What follows belongs to an exercise in optimizing a design on an open flow for small area; a production flow would make more cautious choices. Function was checked by simulation only, so behaviour that the tests miss may differ from the original. Power is estimated from default activity; no workload was simulated.

$ cat flow/design.v
module distribute(clk,out1,out2);
input clk;
output reg[3:0] out1;
output reg[3:0] out2;
always @(posedge clk)
begin
out1 <= 4'b1111;
out2 <= 4'b0000;
end
endmodule
module ultrasonic_new(iclk,rst,trigcenter,centerecho,data6,data7,distance);
input iclk,rst,centerecho;
output trigcenter;
output [3:0]data6;
output [7:0]data7;
reg trigcenter;
reg [20:0]centerdistance;
output reg [20:0]distance;
reg [9:0]cnt;               
reg [16:0] cnt1;            
reg [10:0]cntcenter3;
reg [3:0]                   
datacenter1,
datacenter2,
datacenter3,
datacenter4;
reg [3:0]data6;             
reg [7:0]data7;             
reg[1:0]cnt4;               
reg
echo_buf_center,
echo_rising_center,
echo_falling_center;
reg
flagcenter1;                
reg clk;                    
reg[19:0] cnt5;             
reg [3:0] qian,bai,shi,ge;
reg [12:0]cnt61,cnt62;
reg clk61,clk62;
wire en61   = (cnt61 == 1) && !clk61;           
wire en62   = en61 && (cnt62 == 4) && !clk62;   
wire endisp = (cnt5 == 20000) && !clk;          
function [7:0] dis;
input [3:0] d;
begin
case(d)
4'd0: dis = 8'b11111100;
4'd1: dis = 8'b01100000;
4'd2: dis = 8'b11011010;
4'd3: dis = 8'b11110010;
4'd4: dis = 8'b01100110;
4'd5: dis = 8'b10110110;
4'd6: dis = 8'b10111110;
4'd7: dis = 8'b11100000;
4'd8: dis = 8'b11111110;
4'd9: dis = 8'b11110110;
default: dis = 8'b00000000;
endcase
end
endfunction
always @(posedge iclk)
	 begin
	 if(rst)
		begin
		cnt61 <= 0;
		clk61 <= 0;
		end
	 else
		begin
		cnt61 <= cnt61 + 1;
		if(cnt61 == 1)
			begin
			clk61 <= ~clk61;
			cnt61 <= 0;
			end
		end
	 end
always @(posedge iclk)
	 begin
	 if(rst)
		begin
		cnt62 <= 0;
		clk62 <= 0;
		end
	 else if(en61)
		begin
		cnt62 <= cnt62 + 1;
		if(cnt62 == 4)
			begin
			clk62 <= ~clk62;
			cnt62 <= 0;
			end
		end
	 end
always @(posedge iclk)
	 begin
	 if(rst)
		distance <= 0;
	 else if(en62)
		distance <= centerdistance;
	 end
always@(posedge iclk)
	begin
		if(rst)
			cnt <= 0;
		else if(cnt == 624)
			cnt <= 1'b0;
		else
			cnt <= cnt +1;
	end
always@(posedge iclk)
	begin
		if(rst)
			begin
			trigcenter <= 1'b0;
			cnt1 <= 0;
			end
		else if(cnt == 624)
			if(cnt1 == 39999)
				begin
				trigcenter <= 1'b1;
				cnt1 <= 1'b0;
				end
			else
				begin
				trigcenter <= 1'b0;
				cnt1 <= cnt1 + 1'b1;
				end
	end
always@(posedge iclk)
begin
if(rst)
	begin
	echo_buf_center <= 1'b0;
	echo_rising_center <= 1'b0;
	echo_falling_center <= 1'b0;
	end
else
	begin
	echo_buf_center <= centerecho;
	echo_rising_center <= centerecho & (~echo_buf_center);
	echo_falling_center <= (~centerecho) & echo_buf_center;
	end
end
always@(posedge iclk)
begin
if(rst)
	flagcenter1 <= 1'b0;
else if(echo_rising_center == 1'b1)
	flagcenter1 <= 1'b1;
else if(echo_falling_center == 1'b1)
	flagcenter1 <= 1'b0;
end
always@(posedge iclk)
begin
if(rst)
cntcenter3 <= 0;
else if(flagcenter1 == 1'b1)
begin
if(cntcenter3 == 288)                      
cntcenter3 <= 1'b0;
else
cntcenter3 <= cntcenter3 + 1'b1;
end
else if(echo_rising_center == 1'b1)
cntcenter3 <= 1'b0;
end
always@(posedge iclk)
begin
if(rst)
datacenter1 <= 0;
else if(flagcenter1 == 1'b1)
begin
if(cntcenter3 == 288)
if(datacenter1 == 9)                       
datacenter1 <= 4'd0;
else
datacenter1 <= datacenter1 + 1'b1;
end
else if(echo_rising_center == 1'b1)
datacenter1 <= 1'b0;
end
always@(posedge iclk)
begin
if(rst)
datacenter2 <= 0;
else if(flagcenter1 == 1'b1)
begin
if(datacenter1 == 9 && cntcenter3 == 288)
if(datacenter2 == 9)                      
datacenter2 <= 1'b0;
else
datacenter2 <= datacenter2 + 1'b1;
end
else if(echo_rising_center == 1'b1)
datacenter2 <= 1'b0;
end
always@(posedge iclk)
begin
if(rst)
datacenter3 <= 0;
else if(flagcenter1 == 1'b1)
begin
if(datacenter2 == 9 && datacenter1 == 9 && cntcenter3 == 288)
if(datacenter3 == 9)                     
datacenter3 <= 1'b0;
else
datacenter3 <= datacenter3 + 1'b1;
end
else if(echo_rising_center == 1'b1)
datacenter3 <= 1'b0;
end
always@(posedge iclk)
begin
if(rst)
datacenter4 <= 0;
else if(flagcenter1 == 1'b1)
begin
if(datacenter3 == 9 && datacenter2 == 9 && datacenter1 == 9 && cntcenter3 == 288)
if(datacenter4 == 9)
datacenter4 <= 1'b0;
else
datacenter4 <= datacenter4 + 1'b1;
end
else if(echo_rising_center == 1'b1)
datacenter4 <= 1'b0;
end
always@(posedge iclk)
begin
if(rst)
	begin
	clk <= 1'b0;
	cnt5 <= 0;
	end
else if(cnt5 == 20000)
	begin
	clk <= ~clk;
	cnt5 <= 1'b0;
	end
else
	cnt5 <= cnt5 + 1'b1;
end
always@(posedge iclk)
begin
if(rst)
	cnt4 <= 2'b00;
else if(endisp)
	cnt4 <= cnt4 + 1'b1;
end
always @(*)
begin
ge  = ((centerdistance % 1000) % 100) % 10;
shi = ((centerdistance % 1000) % 100)/10;
bai = (centerdistance % 1000)/100;
qian = datacenter4;
end
always@(posedge iclk)
begin
	if(rst)
	begin
		data7 <= 8'b00000000;
		data6 <= 4'b0000;
		centerdistance <= 0;
	end
	else if(endisp)
	begin
	if(flagcenter1 == 1'b0)
	begin
		case(cnt4)
		2'b00:
			begin
			data7 <= dis(ge);
			data6 <= 4'b0001;
			end
		2'b01:
			begin
			data7 <= dis(shi);
			data6 <= 4'b0010;
			end
		2'b10:
			begin
			data7 <= dis(bai);
			data6 <= 4'b0100;
			end
		2'b11:
			begin
			centerdistance <= 1000 * datacenter4 + 100 * datacenter3 + 10 * datacenter2 + datacenter1;
			data7 <= dis(qian);
			data6 <= 4'b1000;
			end
		default: ;
		endcase
	end
	else
		begin
		data7 <= dis(4'd0);
		data6 <= 4'b1111;
		centerdistance <= 0;
		end
	end
end
endmodule
module bizhang(clk,rst,left_wheel_PWM_OUT,right_wheel_PWM_OUT,left_echo,right_echo,mid_echo,fire,steering_engine_PWM_OUT,switch);
		input		clk;
		input		rst;
		input		[20:0]left_echo;
		input 	[20:0]right_echo;
		input    [20:0]mid_echo;
		input		[3:0]switch;
		input		[3:0]fire;
		output reg right_wheel_PWM_OUT;
		output reg left_wheel_PWM_OUT;
		output reg steering_engine_PWM_OUT;
		reg   [19:0] 	steering_PWM_counter;
		reg   [19:0] 	steering_PWM_counter_out;
		reg   [9:0]		wheel_PWM_OUT;
always @(posedge clk)
begin
	if(rst)
		begin
		wheel_PWM_OUT <= 10'b0;
		right_wheel_PWM_OUT <= 1'b0;
		left_wheel_PWM_OUT  <= 1'b0;
		end
	else if(wheel_PWM_OUT <= 10'd904 )
		begin
		wheel_PWM_OUT <= wheel_PWM_OUT + 1'b1;
		if((mid_echo< 150) || (fire == 4'b1111))
			begin
			if(wheel_PWM_OUT<=10'd300)
					begin
						right_wheel_PWM_OUT <= 1'b0;
						left_wheel_PWM_OUT  <= 1'b1;
					end
				else
					begin
						right_wheel_PWM_OUT <= 1'b0;
						left_wheel_PWM_OUT  <= 1'b0;
					end
			end
			else
				begin
					if(switch==4'b0000)
					begin
							if(wheel_PWM_OUT<=10'd440)
								begin
									right_wheel_PWM_OUT <= 1'b1;
									left_wheel_PWM_OUT  <= 1'b0;
								end
							else
								begin
								right_wheel_PWM_OUT <=1'b0;
								left_wheel_PWM_OUT  <= 1'b0;
								end
					end
					else if(switch==4'b0001)
					begin
							if(wheel_PWM_OUT<=10'd450)
								begin
									right_wheel_PWM_OUT <= 1'b1;
									left_wheel_PWM_OUT  <= 1'b0;
								end
							else
								begin
								right_wheel_PWM_OUT <=1'b0;
								left_wheel_PWM_OUT  <= 1'b0;
								end
					end
					else if(switch==4'b0011)
					begin
							if(wheel_PWM_OUT<=10'd460)
								begin
									right_wheel_PWM_OUT <= 1'b1;
									left_wheel_PWM_OUT  <= 1'b0;
								end
							else
								begin
								right_wheel_PWM_OUT <=1'b0;
								left_wheel_PWM_OUT  <= 1'b0;
								end
					end
					else if(switch==4'b0111)
					begin
							if(wheel_PWM_OUT<=10'd470)
								begin
									right_wheel_PWM_OUT <= 1'b1;
									left_wheel_PWM_OUT  <= 1'b0;
								end
							else
								begin
								right_wheel_PWM_OUT <=1'b0;
								left_wheel_PWM_OUT  <= 1'b0;
								end
					end
					else if(switch==4'b1111)
					begin
							if(wheel_PWM_OUT<=10'd480)
								begin
									right_wheel_PWM_OUT <= 1'b1;
									left_wheel_PWM_OUT  <= 1'b0;
								end
							else
								begin
								right_wheel_PWM_OUT <=1'b0;
								left_wheel_PWM_OUT  <= 1'b0;
								end
					end
					else
					begin
						if(wheel_PWM_OUT<=10'd200)
							begin
								right_wheel_PWM_OUT <= 1'b1;
								left_wheel_PWM_OUT  <= 1'b0;
							end
						else begin
							right_wheel_PWM_OUT <= 1'b0;
							left_wheel_PWM_OUT  <= 1'b0;
						end
				end
			end
			end
			else
			wheel_PWM_OUT <= 10'b0;
		 end
always @(posedge clk)
	begin
	if(rst)
		begin
		steering_PWM_counter <= 20'b0;
		steering_PWM_counter_out <= 20'b0;
		steering_engine_PWM_OUT <= 1'b0;
		end
	else if(steering_PWM_counter <=20'd100_0000)
			begin
				steering_PWM_counter <= steering_PWM_counter + 1'b1;
				if((left_echo>150) && (right_echo>150))
					begin
						steering_PWM_counter_out <= 20'd72000	;
					if(steering_PWM_counter <= steering_PWM_counter_out)
						steering_engine_PWM_OUT <= 1'b1;
					else
						steering_engine_PWM_OUT <= 1'b0;
				if(fire[1]==1'b0 || fire[2]==1'b0)
					begin
						steering_PWM_counter_out <= 20'd70000	;
					if(steering_PWM_counter <= steering_PWM_counter_out)
						steering_engine_PWM_OUT <= 1'b1;
					else
						steering_engine_PWM_OUT <= 1'b0;
					end
				else if(fire[0]==1'b0)
					begin
						steering_PWM_counter_out <= 20'd80000	;
						if(steering_PWM_counter <= steering_PWM_counter_out)
							steering_engine_PWM_OUT <= 1'b1;
						else
							steering_engine_PWM_OUT <= 1'b0;
						end
				else if(fire[3]==1'b0)
					begin
						steering_PWM_counter_out <= 20'd55000	;
						if(steering_PWM_counter <= steering_PWM_counter_out)
							steering_engine_PWM_OUT <= 1'b1;
						else
							steering_engine_PWM_OUT <= 1'b0;
					end
					else
					begin
						steering_PWM_counter_out <= 20'd70000	;
						if(steering_PWM_counter <= steering_PWM_counter_out)
							steering_engine_PWM_OUT <= 1'b1;
						else
							steering_engine_PWM_OUT <= 1'b0;
					end
					end
				else if((left_echo<150) && (right_echo<150) )
					begin
						steering_PWM_counter_out <= 20'd55000	;
					if(steering_PWM_counter <= steering_PWM_counter_out)
						steering_engine_PWM_OUT <= 1'b1;
					else
						steering_engine_PWM_OUT <= 1'b0;
					end
				else if((left_echo<150) && (right_echo>=150))
						begin
						steering_PWM_counter_out <= 20'd55000	;
						if(steering_PWM_counter <= steering_PWM_counter_out)
							steering_engine_PWM_OUT <= 1'b1;
						else
							steering_engine_PWM_OUT <= 1'b0;
						end
				else if((left_echo>=150) && (right_echo<150))
							begin
							steering_PWM_counter_out <= 20'd85000	;
							if(steering_PWM_counter <= steering_PWM_counter_out)
								steering_engine_PWM_OUT <= 1'b1;
							else
								steering_engine_PWM_OUT <= 1'b0;
							end
			end
		else
				steering_PWM_counter  <= 20'b0;
		end
endmodule
module car(
	input        clk,
	input        rst,
	input        left_echo,
	input        right_echo,
	input        mid_echo,
	input  [3:0] switch,
	input  [3:0] fire,
	output       left_trig,
	output       right_trig,
	output       mid_trig,
	output       left_pwm,
	output       right_pwn,
	output       duoji,
	output [3:0] select,
	output [7:0] digit,
	output [3:0] pin_name1,
	output [7:0] pin_name2,
	output [3:0] pin_name3,
	output [7:0] pin_name4,
	output [3:0] out1,
	output [3:0] out2
);
wire [20:0] left_distance, right_distance, mid_distance;
ultrasonic_new inst8(
	.iclk(clk), .rst(rst), .trigcenter(left_trig), .centerecho(left_echo),
	.data6(pin_name1), .data7(pin_name2), .distance(left_distance));
ultrasonic_new inst11(
	.iclk(clk), .rst(rst), .trigcenter(right_trig), .centerecho(right_echo),
	.data6(pin_name3), .data7(pin_name4), .distance(right_distance));
ultrasonic_new inst(
	.iclk(clk), .rst(rst), .trigcenter(mid_trig), .centerecho(mid_echo),
	.data6(select), .data7(digit), .distance(mid_distance));
distribute inst1(.clk(clk), .out1(out1), .out2(out2));
bizhang inst2(
	.clk(clk), .rst(rst),
	.left_wheel_PWM_OUT(left_pwm), .right_wheel_PWM_OUT(right_pwn),
	.left_echo(left_distance), .right_echo(right_distance), .mid_echo(mid_distance),
	.fire(fire), .steering_engine_PWM_OUT(duoji), .switch(switch));
endmodule
$ cat flow/run.sh
#!/bin/bash
# synth_recipe.tcl (not shown) runs the flow's synth.tcl, then flattens the netlist and writes it again
# the make line also repeats each setting of config.mk as NAME=value (left out here)
make -C /OpenROAD-flow-scripts/flow DESIGN_CONFIG=/design/flow/config.mk WORK_HOME=/design/flow/orfs CLKGATE_MAP_FILE= SYNTH_SCRIPT=/design/flow/synth_recipe.tcl finish
$ cat flow/config.mk
export PLATFORM = sky130hd
export DESIGN_NAME = car
export DESIGN_NICKNAME = car
export VERILOG_FILES = /design/flow/design.v
export SDC_FILE = /design/flow/constraint.sdc
export NUM_CORES = 4
export LEC_CHECK = 0
export CAP_MARGIN = 20
export CORE_MARGIN = 2
export CORE_UTILIZATION = 40
export SLEW_MARGIN = 20
$ cat flow/constraint.sdc
create_clock -name core_clock -period 20.0 [get_ports {clk}]
set_input_delay 4.0000 -clock core_clock [delete_from_list [all_inputs] [get_ports {clk}]]
set_output_delay 4.0000 -clock core_clock [all_outputs]
set_load 0.01 [all_outputs]
==> reports/qor_table.md <==
| Quantity | Reported |
| --- | --- |
| Outcome | finished clean |
| Post-CTS resize count | 0 |
| Measured slew at the worst slew-check pin | 1020 ps |
| Skew-Pair Late Insertion Delay | 630 ps |
| Height of the die | 320 um |
| Clock tree from TritonCTS | done |
| Number of max-cap violations | 0 |
| Switching power of the nets | 0.531 mW |
| Die span in x | 320 um |
| Overall routed net length | 92,900 um |
| Number of port buffers | 51 |
| Final Slew Violations | 0 |
| Rows | 115 |
| Std-Cell Core Area | 0.0986 mm2 |
| GRT Total Usage | 0.175 |
| Element type at the critical path end | flip-flop |
| Top cell type by total area after synthesis | dfxtp_1 |
| Crit path required time | 20,510 ps |
| Distinct cell type count after synthesis | 143 |
| Share of Yosys cell area claimed by the top area cell type | 0.259 |
| Average vias per placed instance | 5.56 |
| Smallest hold slack | 402 ps |
| Setup slack after placement | 7950 ps |
| TritonRoute pass-1 iters | 6 |
| Met1 routing resource usage after global routing | 0.244 |
| Number of synthesized register bits | 515 |
| Clock network fraction of design power | 0.509 |
| Total power | 2.35 mW |
| Cell internal pwr | 1.82 mW |
| Number of enable-type register cells in the synthesized netlist | 0 |
| Power density over the cells | 54.2 mW/mm2 |
| Most used routing layer | met2 |
| Starting utilization of the core area | 0.405 |
| Combinational fraction of design power | 0.041 |
| Post-Syn Area per Cell | 7.91 um2 |
| Type of element launching the critical path | flip-flop |
| Layout cell share with drive strength beyond 1 | 0.0634 |
| Dominant cells by area after synthesis | dfxtp_1, ha_1, nor2_1, xnor2_1, xor2_1 |
| Initial DRC Count | 2,180 |
| Number of buffers inserted by hold repair at cts | 0 |
| Global-route wire length before repair | 157,000 um |
| DRC | 0 |
| Clock skew after layout | 25.2 ps |
| Maximum fanout count along the critical path | 14 |
| Area added between synthesis and finish | 8.84% |
| Cell count after placement | 6,192 |
| Dpl hpwl | 68,600 um |
| Number of routed nets with antenna violations | 0 |
| Hold violation count in the final report | 0 |
| Shortest clock period the worst path allows after layout | 12,390 ps |
| Summed instance area of the synthesized netlist | 0.0399 mm2 |
| Post-layout nets | 5,328 |
| Post-synthesis sequential area ratio | 0.259 |
| Number of clock sinks | 515 |
| CTS max path bufs | 3 |
| Largest net degree at the start of global routing | 86 |
| CTS H-Tree Depth | 2 |
| Leakage power | 17.1 nW |
| Total Die Area | 0.102 mm2 |
| # diodes | 0 |
| Slowest stage delay, CP | 880 ps |
| Last weighted congestion value of the routability-driven placer | 0.881 |
| Share of async-settable or async-resettable flops after synthesis | 0 |
| Count of filler cells inserted in the layout | 9,924 |
| Peak supply drop | 77.0 uV |
| Seq pwr share | 0.449 |
| Aggregate negative setup slack | 0 ps |
| Setup repair bufs after CTS | 0 |
| Unrepaired setup endpoints after global routing | no |
| Clock root buffer | clkbuf_16 |
| Antenna violations before repair | 1 |
| Met2 track demand over resource in global routing | 0.290 |
| Remaining global-route overflow | 0 |
| CP Class | flip-flop to flip-flop |
| Mean routed wirelength per cell | 14.7 um |
| Class of the tightest hold or removal check | flip-flop to flip-flop |
| Number of vias in the routed layout | 35,000 |
| Net switching share of the total power | 0.226 |
| Synthesized instance count | 5,044 |
| Cell Count, Final, Fillers Out | 6,304 |
| Most used flip-flop cell after synthesis | dfxtp_1 |
| Ports placed on the boundary | 63 |
| Slowest cell on crit path | mux2i_1 |
| Achievable clock frequency | 0.0807 GHz |
| Critical Path AT | 12,900 ps |
| Least setup slack across all paths after layout | 7610 ps |
| Vias in the first global route | 32,100 |
| Synthesis Warnings | 3 |
| Max-slew headroom | 0.298 |
| Share of the clock period used by the worst path after layout | 0.619 |
| Clock-pin transition on the worst setup and hold timing paths | 60 ps |
| Cts bufs inserted | 59 |
| M3 GR Usage | 0.0187 |
| Finish-stage setup viols | 0 |
==> critical path: cells and delay by family (launching register included) <==
kind	cells	cell delay, ps
adders and majority gates	2	560
muxes	4	1750
DFF	1	510
xor gates and xnor gates	3	1420
AOI/OAI and AO/OA	19	5640
and+or+nand+nor	9	2290
buffers and inverters	1	110
==> sequential cells by signal (all words and copies together), names as in the netlist, 14 cells and up, named ones only <==
register,cells
inst11.cnt5,20
inst2.steering_PWM_counter,20
inst.centerdistance,15
inst11.distance,15
inst8.cnt1,17
inst8.distance,15
inst.cnt5,20
inst8.cnt5,20
inst8.centerdistance,15
inst.distance,14
inst11.cnt1,17
inst11.centerdistance,15
inst.cnt1,17
==> cells by family after synthesis <==
| kind of cell | after synthesis | share of synthesized area |
|---|---|---|
| buf+inv | 499 | 0.0520 |
| flops | 515 | 0.259 |
| xor+xnor | 376 | 0.0837 |
| mux | 120 | 0.0312 |
| simple gates | 1953 | 0.236 |
| compound gates | 1220 | 0.217 |
| fa+ha+maj | 359 | 0.122 |
| other cells | 2 | 0.000188 |
==> per-layer routing <==
| metal | up-vias | wire (um) | part of all wire |
|---|---|---|---|
| li1 | 17900 | - | - |
| met1 | 16400 | 45700 | 0.49 |
| met4 | 0 | 1570 | 0.017 |
| met3 | 119 | 3420 | 0.037 |
| met2 | 655 | 42200 | 0.45 |
| met5 | - | 0 | 0 |
==> cell usage in the layout (no fill, tap or decap), types with 61 or more instances in the layout <==
| cell type | count |
|---|---|
| mux2i_1 | 101 |
| a31oi_1 | 63 |
| and3_1 | 84 |
| nand2b_1 | 68 |
| inv_1 | 276 |
| a21oi_1 | 296 |
| xnor2_1 | 195 |
| xor2_1 | 176 |
| clkbuf_16 | 61 |
| ha_1 | 298 |
| nor2_1 | 681 |
| o21ai_0 | 203 |
| nand2_1 | 380 |
| nand3_1 | 205 |
| nor3_1 | 118 |
| nand4_1 | 83 |
| dfxtp_1 | 515 |
==> cells in the mapped netlist (24+ instances only) <==
cell      number
nor4_1        44
a211o_1       24
or2_2         29
nand3_1      205
mux2i_1      101
a21o_1        53
nand2_1      380
a31oi_1       63
xnor2_1      195
dfxtp_1      515
nor2_1       683
and2_1        54
fa_1          51
a21oi_1      296
a311oi_1      29
a211oi_1      36
inv_1        276
xor2_1       176
ha_1         298
buf_2         40
nand4_1       83
or3_1         50
o21a_1        29
nor2b_1       43
o22ai_1       29
o21ai_0      203
nand2b_1      68
o211ai_1      50
a22oi_1       45
and3_1        84
clkbuf_1     143
nor3_1       119
==> path summary, 6_finish.rpt <==
check | startpoint | end | slack, ps | cells past startpoint
setup / recovery | inst8.centerdistance[11] | inst8.data7[3] | 7610 | 38
hold / removal | inst8.echo_buf_center | inst8.echo_rising_center | 400 | 1
setup reg to reg | inst8.centerdistance[11] | inst8.data7[3] | 7610 | 38
hold reg to reg | inst8.echo_buf_center | inst8.echo_rising_center | 400 | 1
==> power groups by stage <==
stage	sequential [mW]	clock (mW)	combinational (mW)
finish	1.06	1.20	0.0974
global route	1.06	1.28	0.113
CTS	1.06	1.24	0.0997
detailed placement	1.08	0	0.0987
global placement	1.08	0	0.0977
floorplan	1.08	0	0.0772
==> metrics by stage <==
step	cell area, um2	utilization
after global placement	41200	0.418
after CTS	43400	0.440
after detailed placement	41200	0.418
after global routing	43400	0.440
after floorplan	39900	-
final	43400	0.440
==> cell type report <==
type                       instances  area, um2  share of cell area
clock inverter                    34        487              0.0112
clock buffer                      78       1710              0.0394
multi-input combinational       4039      27600               0.635
timing repair buffer              75        696              0.0160
tap                             1287       1610              0.0371
sequential                       515      10300               0.238
inverter                         276       1040              0.0239

-- static timing again, ports no longer ideal --
The flow's constraints put no driver on any port. The routed layout listed below was extracted and timed again, unchanged, in two steps. Step 1 sets driving cells, clkbuf_16 on the clock port and buf_2 on the other inputs (assumed; they add their load-dependent delay and slew). Step 2 times the ports against the registers' clock, not the clock port: input delays grow and output delays shrink by t, the midpoint of the rising clock arrivals with the driver on. a / b / c = ideal / step 1 / step 2; a / b = the first two.
shift t [ns]: 0.680
setup slack, ns: 7.610 / 7.610 / 7.610
worst slew at a driven data input, ns: 0.07
pins driven straight from the clock port: 1
After both steps this run still meets setup and hold. The setup slack of this run moves by 0.000 ns with the drivers and by 0.000 ns with both steps.
